From an optimization exercise on the open Yosys and OpenROAD flow, aimed at small area, a short achievable clock period and few clock cycles per item; shortcuts taken in it are not production practice.

==> module booth_multiplier, before the edit <==
module booth_multiplier(clk, reset_n, multiplier, multiplicand, op_start, op_clear, op_done, result);
	input clk, reset_n;
	input [63:0] multiplier;
	input [63:0] multiplicand;
	input op_start, op_clear;
	output op_done;
	output [127:0] result;
	localparam IDLE = 2'd0, BUSY = 2'd1, DONE = 2'd2;
	reg [1:0] state;
	reg [3:0] cnt;
	reg op_done;
	reg [63:0] lo;              
	reg [64:0] acc_s, acc_c;    
	reg [7:0]  pend_s, pend_c;  
	reg        cin;             
	reg        first;           
	reg [63:0] hi;              
	reg [3:0]  sel1, sel2, neg;  
	wire [8:0] win_ld = {multiplier[7:0], 1'b0};
	wire [8:0] win_nx = lo[15:7];
	wire [8:0] win = (state == IDLE) ? win_ld : win_nx;
	wire [3:0] e1, e2, en;
	genvar t;
	generate
		for (t = 0; t < 4; t = t + 1) begin : g_enc
			wire b0 = win[2*t];
			wire b1 = win[2*t+1];
			wire b2 = win[2*t+2];
			assign e1[t] = b1 ^ b0;
			assign e2[t] = (b2 & ~b1 & ~b0) | (~b2 & b1 & b0);
			assign en[t] = b2 & ~(b1 & b0);
		end
	endgenerate
	wire [63:0] nvec;
	generate
		for (t = 0; t < 32; t = t + 1) begin : g_neg
			wire xm1 = (t == 0) ? 1'b0 : multiplier[2*t-1];
			assign nvec[2*t] = multiplier[2*t+1] & ~(multiplier[2*t] & xm1);
			assign nvec[2*t+1] = 1'b0;
		end
	endgenerate
	wire [64:0] pat [0:3];
	generate
		for (t = 0; t < 4; t = t + 1) begin : g_row
			wire [64:0] mag = ({65{sel1[t]}} & {multiplicand[63], multiplicand}) | ({65{sel2[t]}} & {multiplicand, 1'b0});
			assign pat[t] = mag ^ {65{neg[t]}};
		end
	endgenerate
	wire [64:0] as_in = first ? {1'b1, 64'b0} : acc_s;
	wire [64:0] ac_in = first ? {1'b0, nvec} : acc_c;
	wire [72:0] l3_s, l3_c;
	csa_tree u_tree(.as(as_in), .ac(ac_in), .p0(pat[0]), .p1(pat[1]), .p2(pat[2]), .p3(pat[3]), .s(l3_s), .c(l3_c));
	wire [72:0] sum = {acc_s[64:0], pend_s} + {acc_c[64:0], pend_c[7:1], cin};
	wire c8 = sum[8] ^ acc_s[0] ^ acc_c[0];
	wire idle = (state == IDLE);
	wire step = (state == BUSY) & ~cnt[3];
	wire fin = (state == BUSY) & cnt[3];
	always @(posedge clk or negedge reset_n) begin
		if (!reset_n) begin
			state <= IDLE;
			cnt <= 4'd0;
			op_done <= 1'b0;
		end else if (op_clear) begin
			state <= IDLE;
			op_done <= 1'b0;
		end else begin
			case (state)
				IDLE: if (op_start) begin state <= BUSY; cnt <= 4'd0; end
				BUSY: begin
					cnt <= cnt + 4'd1;
					if (cnt[3]) begin state <= DONE; op_done <= 1'b1; end
				end
				default: ;
			endcase
		end
	end
	always @(posedge clk) begin
		sel1 <= e1;
		sel2 <= e2;
		neg <= en;
		first <= idle;
		acc_s <= l3_s[72:8];
		acc_c <= l3_c[72:8];
		pend_s <= l3_s[7:0];
		pend_c <= l3_c[7:0];
		cin <= c8 & ~first;
		if (fin)
			hi <= sum[71:8];
		if (idle)
			lo <= multiplier;
		else if (step | fin)
			lo <= {sum[7:0], lo[63:8]};
	end
	assign result = {hi, lo};
endmodule
==> flow/config.mk <==
export PLATFORM = sky130hd
export DESIGN_NAME = booth_multiplier
export DESIGN_NICKNAME = booth_multiplier
export VERILOG_FILES = /design/flow/design.v
export SDC_FILE = /design/flow/constraint.sdc
export NUM_CORES = 4
export LEC_CHECK = 0
export CAP_MARGIN = 20
export CORE_MARGIN = 2
export CORE_UTILIZATION = 40
export CTS_CLUSTER_DIAMETER = 70
export CTS_CLUSTER_SIZE = 24
export SETUP_SLACK_MARGIN = 3.2
export SLEW_MARGIN = 20
export SYNTH_HIERARCHICAL = 1
export TNS_END_PERCENT = 5
==> flow/constraint.sdc <==
create_clock -name core_clock -period 6.0 [get_ports {clk}]
set_input_delay 1.2000 -clock core_clock [delete_from_list [all_inputs] [get_ports {clk}]]
set_output_delay 1.2000 -clock core_clock [all_outputs]
set_load 0.01 [all_outputs]
standard.sh (not shown) runs the stock make flow with config.mk's settings and CLKGATE_MAP_FILE= SYNTH_SCRIPT=/design/flow/synth_recipe.tcl, a recipe that flattens the netlist after the stock synthesis.
==> flow/flow/run.sh <==
#!/bin/bash
# Standard ORFS layout, with the port buffers made of the smallest buffer cell.
set -euo pipefail
cd "$(dirname "$0")/.."
bash standard.sh 'BUFFER_PORTS_ARGS=-buffer_cell sky130_fd_sc_hd__buf_1' finish > standard_flow.log 2>&1
The starting point produced a clean layout.
==> next run, changes <==
--- a/flow/design.v
+++ b/flow/design.v
@@ -657,13 +657,12 @@
 	reg op_done;
 	reg [63:0] lo;              
 	reg [64:0] acc_s, acc_c;    
 	reg [7:0]  pend_s, pend_c;  
 	reg        cin;             
 	reg        first;           
-	reg [63:0] hi;              
 	reg [3:0]  sel1, sel2, neg;  
 	wire [8:0] win_ld = {multiplier[7:0], 1'b0};
 	wire [8:0] win_nx = lo[15:7];
 	wire [8:0] win = (state == IDLE) ? win_ld : win_nx;
 	wire [3:0] e1, e2, en;
 	genvar t;
@@ -690,15 +689,14 @@
 		for (t = 0; t < 4; t = t + 1) begin : g_row
 			wire [64:0] mag = ({65{sel1[t]}} & {multiplicand[63], multiplicand}) | ({65{sel2[t]}} & {multiplicand, 1'b0});
 			assign pat[t] = mag ^ {65{neg[t]}};
 		end
 	endgenerate
 	wire [64:0] as_in = first ? {1'b1, 64'b0} : acc_s;
-	wire [64:0] ac_in = first ? {1'b0, nvec} : acc_c;
 	wire [72:0] l3_s, l3_c;
-	csa_tree u_tree(.as(as_in), .ac(ac_in), .p0(pat[0]), .p1(pat[1]), .p2(pat[2]), .p3(pat[3]), .s(l3_s), .c(l3_c));
+	csa_tree u_tree(.as(as_in), .ac(acc_c), .p0(pat[0]), .p1(pat[1]), .p2(pat[2]), .p3(pat[3]), .s(l3_s), .c(l3_c));
 	wire [72:0] sum = {acc_s[64:0], pend_s} + {acc_c[64:0], pend_c[7:1], cin};
 	wire c8 = sum[8] ^ acc_s[0] ^ acc_c[0];
 	wire idle = (state == IDLE);
 	wire step = (state == BUSY) & ~cnt[3];
 	wire fin = (state == BUSY) & cnt[3];
 	always @(posedge clk or negedge reset_n) begin
@@ -723,24 +721,27 @@
 	always @(posedge clk) begin
 		sel1 <= e1;
 		sel2 <= e2;
 		neg <= en;
 		first <= idle;
 		acc_s <= l3_s[72:8];
-		acc_c <= l3_c[72:8];
 		pend_s <= l3_s[7:0];
 		pend_c <= l3_c[7:0];
 		cin <= c8 & ~first;
-		if (fin)
-			hi <= sum[71:8];
+		if (step)
+			acc_c <= l3_c[72:8];
+		else if (idle)
+			acc_c <= {1'b0, nvec};
+		else if (fin)
+			acc_c[63:0] <= sum[71:8];
 		if (idle)
 			lo <= multiplier;
 		else if (step | fin)
 			lo <= {sum[7:0], lo[63:8]};
 	end
-	assign result = {hi, lo};
+	assign result = {acc_c[63:0], lo};
 endmodule
 module csa_tree(as, ac, p0, p1, p2, p3, s, c);
 	input [64:0] as, ac, p0, p1, p2, p3;
 	output [72:0] s, c;
 	wire [72:0] a0 = {8'b0, as};
 	wire [72:0] a1 = {8'b0, ac};
Result: The changed run went through all stages and came out clean. Final area drops by about 1.7%. Cell count went up by about 3.5%. Synthesized cell count is higher by about 7%. Worst hold slack gets better by 46 ps. Routed wire length came out higher by 2.8%. Core utilization climbs by 0.24 points. Sequential cell count shrinks by 64. Non-clock buffer count is higher by 38. Setup slack degrades by 130 ps. Area after synthesis goes down by 2.2%. First-iteration DRC count went up by 7.4%.
No run of this note included a check of the RTL's function; only the layout flow was run.

==> port drivers added, routing unchanged <==
The results above use ideal ports. As a check the final layouts listed here were re-extracted and re-timed, cells and wires unchanged.
Step 1 (the two cells are an assumption about what drives the block):
set clk [get_ports {clk}]
set_driving_cell -lib_cell sky130_fd_sc_hd__clkbuf_16 $clk
set_driving_cell -lib_cell sky130_fd_sc_hd__buf_2 [delete_from_list [all_inputs] $clk]
Step 2 adds t to the input delays and takes it off the output delays; t is the mean of the earliest and latest rising clock arrival at the registers after step 1. Input paths then give back, and output paths get back, about the clock's delay inside the block.
Slacks: ideal ports / drivers / drivers and shift; pairs: ideal ports / drivers.
run	t (ns)	setup slack, ns	clock arrival spread, ns	worst register clock-pin slew, ns	cell pins on the clock port's net
the first run	0.667	2.845 / 2.845 / 2.334	0.039 / 0.039	0.08 / 0.08	1
the second run	0.614	2.717 / 2.717 / 2.145	0.020 / 0.020	0.08 / 0.08	1
After both steps every run listed still meets setup and hold. For the second run, which loses most, drivers alone change the setup slack by 0.000 ns; drivers and shift together by -0.572 ns.
